From an optimization exercise on the open Yosys and OpenROAD flow, aimed at small area and a short achievable clock period; shortcuts taken in it are not production practice. Function was checked by simulation only, so behaviour that the tests miss may differ from the original. Power is estimated from default activity; no workload was simulated.

==> flow/design.v (excerpt) <==
module risc6_core (
    input clk,
    input rst,
    input [31:0] instr,
    output reg [31:0] pc,
    output reg [31:0] R0, R1, R2, R3,
    output [31:0] R4, R5, R6, R7,
    output reg halt
);
Size in the first run: roughly 1,500 cells after synthesis, roughly 320 I/O pins, ~13,000 um2 of cells after synthesis.
==> flow/config.mk <==
export PLATFORM = sky130hd
export DESIGN_NAME = risc6_core
export DESIGN_NICKNAME = risc6_core
export VERILOG_FILES = /design/flow/design.v
export SDC_FILE = /design/flow/constraint.sdc
export NUM_CORES = 4
export LEC_CHECK = 0
export ABC_AREA = 0
export CAP_MARGIN = 20
export CORE_MARGIN = 2
export CORE_UTILIZATION = 55
export CTS_BUF_LIST = sky130_fd_sc_hd__clkbuf_8
export SETUP_SLACK_MARGIN = 3.2
export SLEW_MARGIN = 20
export SYNTH_HIERARCHICAL = 1
==> flow/constraint.sdc <==
create_clock -name core_clock -period 6.0 [get_ports {clk}]
set_input_delay 1.2000 -clock core_clock [delete_from_list [all_inputs] [get_ports {clk}]]
set_output_delay 1.2000 -clock core_clock [all_outputs]
set_load 0.01 [all_outputs]
standard.sh (not shown) runs the stock make flow with config.mk's settings and CLKGATE_MAP_FILE= SYNTH_SCRIPT=/design/flow/synth_recipe.tcl, a recipe that flattens the netlist after the stock synthesis.
==> flow/flow/run.sh <==
#!/bin/bash
# Standard layout, with plain buffers (not delay cells) on the ports.
set -e
cp standard.sh standard_sh_copy.log
export BUFFER_PORTS_ARGS="-buffer_cell sky130_fd_sc_hd__buf_1"
bash standard.sh > standard.log 2>&1
==> next run, changes <==
- CTS_BUF_LIST: sky130_fd_sc_hd__clkbuf_8 -> default
Result: Count of clock-buffer cells in the layout goes down by 14. Power increases by about 1%. Worst setup slack is better by 0.033 ns. Sequential share of layout area increases by 0.50 points. Global-route usage is about the same. Worst hold slack hardly moves. Routed wire length decreases by about 1.4%.
==> next run, changes <==
==> flow/flow/run.sh (replaced) <==
#!/bin/bash
# Standard layout, with plain buffers (not delay cells) on the ports, and
# a clock tree with larger sink clusters and no dummy loads.
set -e
export BUFFER_PORTS_ARGS="-buffer_cell sky130_fd_sc_hd__buf_1"
export CTS_ARGS="-sink_clustering_enable -repair_clock_nets -dont_use_dummy_load -sink_clustering_size 30 -sink_clustering_max_diameter 120"
bash standard.sh > standard.log 2>&1
- SETUP_SLACK_MARGIN: 3.2 -> 3.0
Core utilization decreases by 3.9 points.
Final area decreases by 6.0%.
Sequential power barely changes.
Die area is unchanged.
Clock-buffer cell count decreases by 20.
Routed wire length decreases by 2.2%.
Combinational power decreases by about 5%.
Maximum frequency decreases by 3.4%.
Non-clock buffer count decreases by 7.
Total power decreases by 13%.
Clock power decreases by 48%.
==> next run, changes <==
==> flow/flow/run.sh (replaced) <==
#!/bin/bash
# Standard layout, with plain buffers (not delay cells) on the ports and
# no dummy loads in the clock tree.
set -e
export BUFFER_PORTS_ARGS="-buffer_cell sky130_fd_sc_hd__buf_1"
export CTS_ARGS="-sink_clustering_enable -repair_clock_nets -dont_use_dummy_load"
bash standard.sh > standard.log 2>&1
- SETUP_SLACK_MARGIN: 3.0 -> 3.2
Outcome: The new run completed with no timing, DRC or antenna violations. Sequential share of layout area went down by 1.8 points. Core utilization grows by 3.1 points. Clock power is higher by 61%. Worst setup slack improved by 0.12 ns. Critical path depth grows by 1. Global-route usage is higher by 0.30 points.

---

Another version of the RTL of risc6_core (not shown whole).
For scale: roughly 1500 cells after synthesis, ~320 I/O pins, roughly 13000 um2 of cells after synthesis.
==> flow/design.v (excerpt) <==
module risc6_core (
    input clk,
    input rst,
    input [31:0] instr,
    output reg [31:0] pc,
    output reg [31:0] R0, R1, R2, R3,
    output [31:0] R4, R5, R6, R7,
    output reg halt
);
    assign R4 = 32'd0;
    assign R5 = 32'd0;
    assign R6 = 32'd0;
    assign R7 = 32'd0;
    wire [5:0] op = instr[31:26];
    wire       lo = (op[5:3] == 3'd0);
    reg        ir_we;       
    reg [1:0]  ir_rd;
    reg        ir_ldi;
    reg        ir_andn;     
    reg        ir_orn;      
    reg        ir_xcls;     
    reg        ir_arith;    
    reg        ir_sub;
    reg [3:0]  ir_sa, ir_sa_h;    
    reg [3:0]  ir_sb, ir_sb_h;    
    reg [19:0] ir_imm;      
    always @(posedge clk or posedge rst) begin
        if (rst)
            ir_we <= 1'b0;
        else
            ir_we <= lo && (op[2:1] != 2'b11);
    end
    always @(posedge clk) begin
        ir_rd    <= instr[25:24];
        ir_ldi   <= (op[2:0] == 3'd0);
        ir_andn  <= (op[2:0] != 3'd3);
        ir_orn   <= (op[2:0] != 3'd4);
        ir_xcls  <= (op[2:0] == 3'd1) || (op[2:0] == 3'd2) || (op[2:0] == 3'd5);
        ir_arith <= (op[2:0] == 3'd1) || (op[2:0] == 3'd2);
        ir_sub   <= (op[2:0] == 3'd2);
        ir_sa    <= 4'b0001 << instr[23:22];
        ir_sb    <= 4'b0001 << instr[21:20];
        ir_sa_h  <= {instr[23:22] == 2'd3, instr[23:22] == 2'd2, instr[23:22] == 2'd1, instr[23:22] == 2'd0};
  ...
Settings: LEC_CHECK=0, ABC_AREA=0, CAP_MARGIN=20, CORE_MARGIN=2, CORE_UTILIZATION=55, SETUP_SLACK_MARGIN=3.35, SLEW_MARGIN=20, SYNTH_HIERARCHICAL=1; clock period 6.0 ns.
==> flow/flow/run.sh <==
#!/bin/bash
# Standard layout, with plain buffers (not delay cells) on the ports, and
# a clock tree with larger sink clusters and no dummy loads.
set -e
export BUFFER_PORTS_ARGS="-buffer_cell sky130_fd_sc_hd__buf_1"
export CTS_ARGS="-sink_clustering_enable -repair_clock_nets -dont_use_dummy_load -sink_clustering_size 30 -sink_clustering_max_diameter 120"
bash standard.sh > standard.log 2>&1
Edit:
- SETUP_SLACK_MARGIN: 3.35 -> 3.2
- TNS_END_PERCENT: default -> 0
Result: Design area goes down by 4.1%. Core utilization fell by 2.8 points. Clock skew is about the same.
Edit:
==> flow/flow/run.sh (replaced) <==
#!/bin/bash
# Standard layout, with plain buffers (not delay cells) on the ports, and
# a clock tree with larger sink clusters and no dummy loads.
set -e
export BUFFER_PORTS_ARGS="-buffer_cell sky130_fd_sc_hd__buf_1"
export CTS_ARGS="-sink_clustering_enable -repair_clock_nets -dont_use_dummy_load -sink_clustering_size 36 -sink_clustering_max_diameter 150"
bash standard.sh > standard.log 2>&1
- TNS_END_PERCENT: 0 -> default
Core utilization increases by 0.57 points.
Cell area rose by 0.88%.
Cell count stays flat.
Worst setup slack gains 0.11 ns.
Edit:
==> flow/flow/run.sh (replaced) <==
#!/bin/bash
# Standard layout, with plain buffers (not delay cells) on the ports, and
# a clock tree with larger sink clusters and no dummy loads.
set -e
export BUFFER_PORTS_ARGS="-buffer_cell sky130_fd_sc_hd__buf_1"
export CTS_ARGS="-sink_clustering_enable -repair_clock_nets -dont_use_dummy_load -sink_clustering_size 30 -sink_clustering_max_diameter 120"
bash standard.sh > standard.log 2>&1
- SETUP_SLACK_MARGIN: 3.2 -> 3.25
The changed run completed without violations.
Core utilization went up by 0.74 points.
Setup slack improved by 0.022 ns.
Critical path depth went up by 2.
Sequential share of layout area went down by 0.36 points.

what the ideal ports hide:
In the flow no input, the clock included, has a driving cell. The finished layouts below were timed again as built, in two steps. Step 1 sets driving cells, clkbuf_16 on the clock port and buf_2 on the other inputs (assumed; they add their load-dependent delay and slew). Step 2 moves the port delays by t, midway between the first and last clock arrival at a register: inputs arrive t later, outputs are due t later. That takes back most of the time a late clock gives input paths. Three values: ideal ports, drivers, drivers and shift; two values: the first two.
run | t (ns) | setup slack, ns | slew at the worst register clock pin (ns)
the first run of note 1 | 0.572 | 3.207 / 3.207 / 3.207 | 0.07 / 0.07
the second run of note 1 | 0.581 | 3.240 / 3.240 / 3.240 | 0.06 / 0.06
the third run of note 1 | 0.521 | 3.141 / 3.141 / 3.141 | 0.12 / 0.12
the fourth run of note 1 | 0.558 | 3.262 / 3.262 / 3.247 | 0.06 / 0.06
the first run of note 2 | 0.478 | 3.317 / 3.317 / 3.284 | 0.08 / 0.08
the second run of note 2 | 0.471 | 3.208 / 3.208 / 3.208 | 0.09 / 0.09
the third run of note 2 | 0.475 | 3.319 / 3.319 / 3.230 | 0.08 / 0.08
the fourth run of note 2 | 0.476 | 3.342 / 3.342 / 3.223 | 0.08 / 0.08
After both steps setup and hold are still met in every run listed. The setup slack of the fourth run of note 2, which loses most, moves by 0.000 ns with the drivers and by -0.119 ns with both steps.
